Context: an optimization exercise on an open-source flow, tuned for small area. The choices shown serve that exercise and are no tape-out recipe. In this exercise RTL edits were held to simulation tests only and were not proved equivalent to the original. Power and IR drop assume default switching activity.

==> v15 <==
==> flow/design.v <==
`timescale 1ns / 1ps
module D_FF(
    input clk,  
    input rst,  
    input en,  
    input D,  
    output reg Q
    );
    always @(posedge clk)
    begin
    if (rst) Q <= 1'b0;
    else if (en) Q <= D;
    end
endmodule
`timescale 1ns / 1ps
module Slow_Clock(
    input clk_in,
    input reset,
    output slow_clk_en
    );
    reg [7:0] counter;
    always @(posedge clk_in)
    begin
    if (reset)
    counter <= 0;
    else
    counter <= (counter >= 255) ? 8'd0 : counter + 8'd1;
    end
    assign slow_clk_en = (counter == 255) ? 1'b1 : 1'b0;
endmodule
`timescale 1ns / 1ps
module debounce(
    input clk_in,
    input reset,
    input pb,
    output led
    );
    wire clk_out;
    wire Q1, Q2, Q2_bar;
  Slow_Clock u1(clk_in, reset, clk_out);
  D_FF d1(clk_in, reset, clk_out, pb, Q1); 
  D_FF D2(clk_in, reset, clk_out, Q1, Q2); 
  assign Q2_bar = ~Q2;
  assign led = Q2_bar & Q1;
endmodule
`timescale 1ns / 1ps
module Decoder_7_segment(
    input [3:0] in,  
    output reg [6:0] seg  
    );
    always @(*)
    begin
    case (in)
    0: seg=7'b0000001;  
    1: seg=7'b1001111;  
    2: seg=7'b0010010;  
    3: seg=7'b0000110;  
    4: seg=7'b1001100;  
    5: seg=7'b0100100;  
    6: seg=7'b0100000;  
    7: seg=7'b0001111;  
    8: seg=7'b0000000;  
    9: seg=7'b0000100;  
    default: seg=7'b1111111;  
    endcase
    end
endmodule
`timescale 1ns / 1ps
module Sevenseg_driver(
    input clk,
    input rst,
    input clr,
    input [3:0] in1,
    input [3:0] in2,
    input [3:0] in3,
    input [3:0] in4,
    output reg [6:0] seg,
    output reg [3:0] an
    );
    wire [6:0] seg1, seg2, seg3, seg4;
    reg [5:0] segclk;
    localparam LEFT = 2'b00, MIDLEFT = 2'b01, MIDRIGHT = 2'b10, RIGHT = 2'b11;
    reg [1:0] state;
    Decoder_7_segment disp1(in1, seg1);
    Decoder_7_segment disp2(in2, seg2);
    Decoder_7_segment disp3(in3, seg3);
    Decoder_7_segment disp4(in4, seg4);
    always @(posedge clk)
    begin
    if (rst)
    segclk <= 0;
    else if (segclk == 63)
    segclk <= 0;
    else
    segclk <= segclk + 1'b1;
    end
    always @(posedge clk)
    begin
    if (rst || clr)
    begin
    seg <= 7'b1111111;
    an <= 4'b1111;
    state <= LEFT;
    end
    else if (segclk == 63)
    begin
    case (state)
    LEFT:
    begin
    seg <= seg1;
    an <= 4'b0111;
    state <= MIDLEFT;
    end
    MIDLEFT:
    begin
    seg <= seg2;
    an <= 4'b1011;
    state <= MIDRIGHT;
    end
    MIDRIGHT:
    begin
    seg <= seg3;
    an <= 4'b1101;
    state <= RIGHT;
    end
    RIGHT:
    begin
    seg <= seg4;
    an <= 4'b1110;
    state <= LEFT;
    end
    endcase
    end
    end
endmodule
`timescale 1ns / 1ps
module binarytoBCD(
    input [11:0] binary,
    output reg [3:0] thos,
    output reg [3:0] huns,
    output reg [3:0] tens,
    output reg [3:0] ones
    );
    reg [11:0] bcd_data, bcd_data2, bcd_data3;
    always @(*)  
    begin
    bcd_data = binary;  
    thos = bcd_data/1000;  
    bcd_data2 = bcd_data%1000;  
    huns = bcd_data2/100;  
    bcd_data3 = bcd_data2%100;  
    tens = bcd_data3/10;  
    ones = bcd_data3%10;  
    end
endmodule
`timescale 1ns / 1ps
module digital_clock(  
    input clk,
    input en,
    input rst,
    input hrup,
    input minup,
    output [3:0] s1,
    output [3:0] s2,
    output [3:0] m1,
    output [3:0] m2,
    output [3:0] h1,
    output [3:0] h2
    );
   reg [5:0] hour, min, sec;  
   reg [14:0] clkc;
   always @(posedge clk)
   begin 
   if (rst == 1'b1)
   begin
   {hour,min,sec} <= 0;
   clkc <= 0;
   end
   else if (minup == 1'b1)  
   if (min == 6'd59)
   min <=0;
   else 
   min <=min+1'd1;
   else if (hrup == 1'b1)
   if (hour ==23)
   hour <= 0;
   else
   hour <= hour +1;
   else if (en == 1'b1)
   if (clkc == 32_767)
   begin
   clkc <=0;
   if (sec == 6'd59)
   begin
   sec<=0;
   if(min== 6'd59)
   begin 
   min<=0;
   if (hour == 6'd23)
   hour<=0;
   else
   hour<= hour +1'd1;
   end
   else
   min <= min + 1'd1;
   end
   else
   sec<= sec+1'd1;
   end
   else
   clkc<=clkc + 1;
   end
   binarytoBCD secs(.binary(sec), .thos(), .huns(), .tens(s2), .ones(s1));
   binarytoBCD mins(.binary(min), .thos(), .huns(), .tens(m2), .ones(m1));
   binarytoBCD hours(.binary(hour), .thos(), .huns(), .tens(h2), .ones(h1));
endmodule
`timescale 1ns / 1ps
module Top_Module(
    input clk,  
    input rst,  
    input sw,  
    input btnC,  
    input btnU,   
    input btnR,   
    output [3:0] an,
    output [6:0] seg,
    output [7:0] led  
    );
    reg [7:0] cnt;
    always @(posedge clk)
        if (rst) cnt <= 8'd0;
        else cnt <= cnt + 8'd1;
    wire strobe = &cnt;               
    wire first  = (cnt == 8'd1);      
    reg qc1, qc2, qu1, qu2, qr1, qr2;
    always @(posedge clk)
        if (rst) {qc1, qc2, qu1, qu2, qr1, qr2} <= 6'd0;
        else if (strobe) {qc1, qc2, qu1, qu2, qr1, qr2} <= {btnC, qc1, btnU, qu1, btnR, qr1};
    wire clr   = rst | (qc1 & ~qc2);
    wire hrup  = first & qu1 & ~qu2;
    wire minup = first & qr1 & ~qr2;
    reg [14:0] clkc;
    reg [3:0] s1, m1, h1;
    reg [2:0] s2, m2;
    reg [1:0] h2;
    wire s1_9 = s1[3] & s1[0];
    wire s2_5 = s2[2] & s2[0];
    wire m1_9 = m1[3] & m1[0];
    wire m2_5 = m2[2] & m2[0];
    wire h1_9 = h1[3] & h1[0];
    wire h_23 = h2[1] & h1[1] & h1[0];
    wire tick = &clkc;
    always @(posedge clk)
    begin
        if (clr)
        begin
            clkc <= 15'd0;
            {s2, s1, m2, m1, h2, h1} <= 0;
        end
        else if (minup)
        begin
            if (m1_9)
            begin
                m1 <= 4'd0;
                m2 <= m2_5 ? 3'd0 : m2 + 3'd1;
            end
            else
                m1 <= m1 + 4'd1;
        end
        else if (hrup || (sw && tick && s1_9 && s2_5 && m1_9 && m2_5))
        begin
            if (!hrup)
            begin
                clkc <= 15'd0;
                {s2, s1, m2, m1} <= 0;
            end
            if (h_23)
                {h2, h1} <= 0;
            else if (h1_9)
            begin
                h1 <= 4'd0;
                h2 <= h2 + 2'd1;
            end
            else
                h1 <= h1 + 4'd1;
        end
        else if (sw)
        begin
            clkc <= clkc + 15'd1;
            if (tick)
            begin
                if (s1_9)
                begin
                    s1 <= 4'd0;
                    if (s2_5)
                    begin
                        s2 <= 3'd0;
                        if (m1_9)
                        begin
                            m1 <= 4'd0;
                            m2 <= m2 + 3'd1;
                        end
                        else
                            m1 <= m1 + 4'd1;
                    end
                    else
                        s2 <= s2 + 3'd1;
                end
                else
                    s1 <= s1 + 4'd1;
            end
        end
    end
    reg [3:0] dig;
    always @(posedge clk)
        if (rst) dig <= 4'hF;
        else if (cnt[5:0] == 6'd63)
            case (cnt[7:6])
                2'd0: dig <= {2'b00, h2};
                2'd1: dig <= h1;
                2'd2: dig <= {1'b0, m2};
                default: dig <= m1;
            endcase
    wire blank = dig[3] & dig[1];     
    assign an = blank ? 4'b1111 :
                (cnt[7:6] == 2'd1) ? 4'b0111 :
                (cnt[7:6] == 2'd2) ? 4'b1011 :
                (cnt[7:6] == 2'd3) ? 4'b1101 : 4'b1110;
    reg [6:0] sg;
    always @(*)
        if (dig[3])
            sg = dig[1] ? 7'b1111111 : (dig[0] ? 7'b0000100 : 7'b0000000);
        else
            case (dig[2:0])
                3'd0: sg = 7'b0000001;
                3'd1: sg = 7'b1001111;
                3'd2: sg = 7'b0010010;
                3'd3: sg = 7'b0000110;
                3'd4: sg = 7'b1001100;
                3'd5: sg = 7'b0100100;
                3'd6: sg = 7'b0100000;
                default: sg = 7'b0001111;
            endcase
    assign seg = sg;
    assign led = {1'b0, s2, s1};
endmodule
==> flow/run.sh <==
#!/bin/bash
# synth_recipe.tcl (not shown) runs the flow's synth.tcl, then flattens the netlist and writes it again
# the make line also repeats each setting of config.mk as NAME=value (left out here)
make -C /OpenROAD-flow-scripts/flow DESIGN_CONFIG=/design/flow/config.mk WORK_HOME=/design/flow/orfs CLKGATE_MAP_FILE= SYNTH_SCRIPT=/design/flow/synth_recipe.tcl finish
==> flow/config.mk <==
export PLATFORM = sky130hd
export DESIGN_NAME = Top_Module
export DESIGN_NICKNAME = Top_Module
export VERILOG_FILES = /design/flow/design.v
export SDC_FILE = /design/flow/constraint.sdc
export NUM_CORES = 4
export LEC_CHECK = 0
export CAP_MARGIN = 20
export CORE_MARGIN = 2
export CORE_UTILIZATION = 70
export CTS_BUF_LIST = sky130_fd_sc_hd__clkbuf_4 sky130_fd_sc_hd__clkbuf_8
export PLACE_DENSITY = 0.8
export SLEW_MARGIN = 20
==> flow/constraint.sdc <==
create_clock -name core_clock -period 20.0 [get_ports {clk}]
set_input_delay 4.0000 -clock core_clock [delete_from_list [all_inputs] [get_ports {clk}]]
set_output_delay 4.0000 -clock core_clock [all_outputs]
set_load 0.01 [all_outputs]
==> v30 (differences from v15) <==
==> flow/flow/run.sh (new file) <==
#!/bin/bash
# Own layout flow: the standard synthesis, its combinational logic re-mapped
# for area (flip-flops untouched, proven equal), then the standard layout with
# the smallest buffer on each port. Each tool's output goes to its own log here.
set -euo pipefail
W=$(pwd)
R=$W/orfs/results/$FLOW_PLATFORM/Top_Module/base
LIB=$FLOW_HOME/platforms/sky130hd/lib/sky130_fd_sc_hd__tt_025C_1v80.lib

bash standard.sh synth > $W/log_1_synth_standard.log 2>&1
cp $R/1_2_yosys.v $W/netlist_standard.v

sed -e "s#@LIB@#$LIB#g" -e "s#@IN@#$W/netlist_standard.v#" -e "s#@OUT@#$W/netlist_area.v#" \
    -e "s#@ABC@#$W/flow/area.abc#" -e "s#@STAT@#$W/netlist_area_stat.txt#" flow/resynth.ys > $W/resynth_run.ys
sed -e "s#@LIB@#$LIB#g" -e "s#@GOLD@#$W/netlist_standard.v#" -e "s#@GATE@#$W/netlist_area.v#" \
    flow/equiv.ys > $W/equiv_run.ys
if yosys -s $W/resynth_run.ys > $W/log_2_resynth.log 2>&1 && \
   yosys -s $W/equiv_run.ys > $W/log_3_equiv.log 2>&1; then
  echo "using the re-mapped netlist"
  cp $W/netlist_area.v $R/1_2_yosys.v
  rm -f $R/1_synth.odb
  bash standard.sh synth > $W/log_4_synth_odb.log 2>&1
else
  echo "re-mapping failed or not proven; keeping the standard netlist"
fi

CTS_ARGS=$(cat flow/cts_args.txt)
bash standard.sh "BUFFER_PORTS_ARGS=-buffer_cell sky130_fd_sc_hd__buf_1" "CTS_ARGS=$CTS_ARGS" finish > $W/log_5_layout.log 2>&1
==> flow/flow/area.abc (new file) <==
strash
balance -l
resub -K 6 -l
rewrite -l
resub -K 6 -N 2 -l
refactor -l
resub -K 8 -l
balance -l
resub -K 8 -N 2 -l
rewrite -l
resub -K 10 -l
rewrite -z -l
resub -K 10 -N 2 -l
balance -l
resub -K 12 -l
refactor -z -l
resub -K 12 -N 2 -l
rewrite -z -l
balance -l
&get -n
&deepsyn -T 30
&put
&get -n
&dch -f
&nf -a -R 1000
&put
==> flow/flow/cts_args.txt (new file) <==
-sink_clustering_enable -repair_clock_nets -dont_use_dummy_load -buf_list sky130_fd_sc_hd__clkbuf_16 -sink_clustering_size 60 -sink_clustering_max_diameter 500
==> flow/flow/equiv.ys (new file) <==
# Prove the re-mapped netlist equal to the standard one, flip-flop for flip-flop.
read_liberty -ignore_miss_func @LIB@
read_verilog @GOLD@
rename Top_Module gold
read_verilog @GATE@
rename Top_Module gate
flatten gold gate
rename -hide gold/w:* gate/w:* %u gold/w:*.IQ gate/w:*.IQ %u %d
opt_clean gold gate
equiv_make gold gate equiv
hierarchy -top equiv
equiv_simple -seq 1
equiv_status -assert
==> flow/flow/resynth.ys (new file) <==
# Re-map the combinational logic of the standard synthesis netlist for area.
# The flip-flop instances are kept as they are (names, cell types, nets).
read_liberty -ignore_miss_func @LIB@
read_verilog @IN@
hierarchy -top Top_Module
setattr -mod -set keep_hierarchy 1 sky130_fd_sc_hd__df* sky130_fd_sc_hd__edf* sky130_fd_sc_hd__sdf* sky130_fd_sc_hd__sedf* sky130_fd_sc_hd__dl*
flatten
rename -hide w:*.*
opt_clean -purge
abc -liberty @LIB@ -dont_use sky130_fd_sc_hd__probe_p_8 -dont_use sky130_fd_sc_hd__probec_p_8 -dont_use sky130_fd_sc_hd__lpflow_bleeder_1 -dont_use sky130_fd_sc_hd__lpflow_clkbufkapwr_1 -dont_use sky130_fd_sc_hd__lpflow_clkbufkapwr_16 -dont_use sky130_fd_sc_hd__lpflow_clkbufkapwr_2 -dont_use sky130_fd_sc_hd__lpflow_clkbufkapwr_4 -dont_use sky130_fd_sc_hd__lpflow_clkbufkapwr_8 -dont_use sky130_fd_sc_hd__lpflow_clkinvkapwr_1 -dont_use sky130_fd_sc_hd__lpflow_clkinvkapwr_16 -dont_use sky130_fd_sc_hd__lpflow_clkinvkapwr_2 -dont_use sky130_fd_sc_hd__lpflow_clkinvkapwr_4 -dont_use sky130_fd_sc_hd__lpflow_clkinvkapwr_8 -dont_use sky130_fd_sc_hd__lpflow_decapkapwr_12 -dont_use sky130_fd_sc_hd__lpflow_decapkapwr_3 -dont_use sky130_fd_sc_hd__lpflow_decapkapwr_4 -dont_use sky130_fd_sc_hd__lpflow_decapkapwr_6 -dont_use sky130_fd_sc_hd__lpflow_decapkapwr_8 -dont_use sky130_fd_sc_hd__lpflow_inputiso0n_1 -dont_use sky130_fd_sc_hd__lpflow_inputiso0p_1 -dont_use sky130_fd_sc_hd__lpflow_inputiso1n_1 -dont_use sky130_fd_sc_hd__lpflow_inputiso1p_1 -dont_use sky130_fd_sc_hd__lpflow_inputisolatch_1 -dont_use sky130_fd_sc_hd__lpflow_isobufsrc_1 -dont_use sky130_fd_sc_hd__lpflow_isobufsrc_16 -dont_use sky130_fd_sc_hd__lpflow_isobufsrc_2 -dont_use sky130_fd_sc_hd__lpflow_isobufsrc_4 -dont_use sky130_fd_sc_hd__lpflow_isobufsrc_8 -dont_use sky130_fd_sc_hd__lpflow_isobufsrckapwr_16 -dont_use sky130_fd_sc_hd__lpflow_lsbuf_lh_hl_isowell_tap_1 -dont_use sky130_fd_sc_hd__lpflow_lsbuf_lh_hl_isowell_tap_2 -dont_use sky130_fd_sc_hd__lpflow_lsbuf_lh_hl_isowell_tap_4 -dont_use sky130_fd_sc_hd__lpflow_lsbuf_lh_isowell_4 -dont_use sky130_fd_sc_hd__lpflow_lsbuf_lh_isowell_tap_1 -dont_use sky130_fd_sc_hd__lpflow_lsbuf_lh_isowell_tap_2 -dont_use sky130_fd_sc_hd__lpflow_lsbuf_lh_isowell_tap_4  -script @ABC@
opt_clean -purge
hilomap -singleton -hicell sky130_fd_sc_hd__conb_1 HI -locell sky130_fd_sc_hd__conb_1 LO
splitnets
opt_clean -purge
select Top_Module
tee -o @STAT@ stat -liberty @LIB@
write_verilog -noattr -nohex -nodec -selected @OUT@
==> flow/standard.sh (new file) <==
#!/bin/bash
# synth_recipe.tcl (not shown) runs the flow's synth.tcl, then flattens the netlist and writes it again
# the make line also repeats each setting of config.mk as NAME=value (left out here)
make -C /OpenROAD-flow-scripts/flow DESIGN_CONFIG=/design/flow/config.mk WORK_HOME=/design/flow/orfs CLKGATE_MAP_FILE= SYNTH_SCRIPT=/design/flow/synth_recipe.tcl "${@:-finish}"
--- a/flow/config.mk
+++ b/flow/config.mk
@@ -10,3 +10,2 @@
 export CORE_UTILIZATION = 70
-export CTS_BUF_LIST = sky130_fd_sc_hd__clkbuf_4 sky130_fd_sc_hd__clkbuf_8
 export PLACE_DENSITY = 0.8
removed: flow/run.sh
==> v7 (differences from v15) <==
==> flow/design.v, changed modules only <==
module Top_Module(
    input clk,  
    input rst,  
    input sw,  
    input btnC,  
    input btnU,   
    input btnR,   
    output  [3:0] an, 
    output  [6:0] seg,
    output [7:0] led  
    );
    wire [3:0] s1,s2,m1,m2,h1,h2;
    reg hrup, minup, reset;
    wire btnCclr, btnUclr, btnRclr;
    reg btnCclr_prev, btnUclr_prev, btnRclr_prev;
   debounce dbC(clk, rst, btnC, btnCclr);
   debounce dbU(clk, rst, btnU, btnUclr);
   debounce dbR(clk, rst, btnR, btnRclr);
   Sevenseg_driver seg7(clk, rst, 1'b0, h2, h1, m2, m1, seg, an);  
   digital_clock clock(clk, sw, rst | btnCclr, hrup, minup, s1, s2, m1, m2, h1, h2);
   always @(posedge clk)
   begin
   if (rst == 1'b1)
   begin
   btnUclr_prev <= 1'b0;
   btnRclr_prev <= 1'b0;
   hrup <= 1'b0;
   minup <= 1'b0;
   end
   else
   begin
   btnUclr_prev <= btnUclr; 
   btnRclr_prev <= btnRclr;
   if (btnUclr_prev == 1'b0 &&  btnUclr == 1'b1) hrup <= 1'b1; else hrup <=1'b0;
   if (btnRclr_prev == 1'b0 &&  btnRclr == 1'b1) minup <= 1'b1; else minup <=1'b0;
   end
  end
  assign led[7:0] ={s2,s1};
endmodule
--- a/flow/config.mk
+++ b/flow/config.mk
@@ -9,5 +9,4 @@
 export CORE_MARGIN = 2
-export CORE_UTILIZATION = 70
-export CTS_BUF_LIST = sky130_fd_sc_hd__clkbuf_4 sky130_fd_sc_hd__clkbuf_8
-export PLACE_DENSITY = 0.8
+export CORE_UTILIZATION = 40
+export PLACE_DENSITY = 0.6
 export SLEW_MARGIN = 20
==> summary of the runs <==
- Clock skew, lowest first: v30, v7, v15.
- Of v30 and v15, v15 has the higher die area (gap about 26%, measured against v15).
- Synthesized cell count, lowest first: v30, v15, v7.
- Worst hold slack: v15 > v30 > v7.
- Between v30 and v7, the lower sequential cell count is in v30 (gap 33).
- In v15 the clock power is lower than in v30, by about 20%.
- Synthesized area: v30 < v15 < v7.
- Power, highest first: v7, v30, v15.
==> figures <==
	v30	v15	v7
Clock root buffer	sky130_fd_sc_hd__clkbuf_16	sky130_fd_sc_hd__clkbuf_8	sky130_fd_sc_hd__clkbuf_16
Initial cell density of the core	0.740	0.719	0.405
DIE HEIGHT	58.0 µm	67.6 µm	125 µm
Result of the run	timing/DRC/antenna clean	timing/DRC/antenna clean	timing/DRC/antenna clean
Met2 wire length	1820 µm	2600 µm	5620 µm
XOR/XNOR share of the synthesized area	-	0.0618	0.0824
Number of warnings printed during yosys synthesis	1	1	10
GR Util All Layers	0.259	0.265	0.156
Layout Cell Area excl Fill	2290 µm²	3130 µm²	6350 µm²
Post-Route Skew	8.45 ps	10.4 ps	10.3 ps
Cell count after placement	285	386	880
Final-layout clock-cell area share	0.0546	0.0292	0.0422
Core Footprint	2760 µm²	3940 µm²	14,400 µm²
Met3 Resource Use GR	0.0491	0.0533	0.0228
Final hold slack	469 ps	486 ps	379 ps
Maximum clock frequency	120 MHz	162 MHz	135 MHz
Most instantiated library cell after synthesis	-	sky130_fd_sc_hd__dfxtp_1	sky130_fd_sc_hd__nor2_1

re-timing with driven ports:
In the flow no input, the clock included, has a driving cell. The finished layouts below were timed again as built, in two steps.
Step 1 sets driving cells, clkbuf_16 on the clock port and buf_2 on the other inputs (assumed; they add their load-dependent delay and slew).
Step 2 also shifts input and output timing later by t, the mid clock arrival at the registers, as if the neighbouring blocks saw the same clock.
a / b / c = no drivers / after step 1 / after step 2; a / b = the first two.
run | t (ns) | setup slack, ns | hold WS [ns] | pins driven straight from the clock port
v15 | 0.336 | 13.844 / 13.846 / 13.511 | 0.486 / 0.486 / 0.486 | 1
v30 | 0.310 | 11.656 / 11.662 / 11.352 | 0.469 / 0.469 / 0.469 | 1
v7 | 0.376 | 12.617 / 12.578 / 12.954 | 0.379 / 0.379 / 0.379 | 1
After both steps every run listed still meets setup and hold. For v15, which loses most, drivers alone change the setup slack by +0.002 ns; drivers and shift together by -0.333 ns.
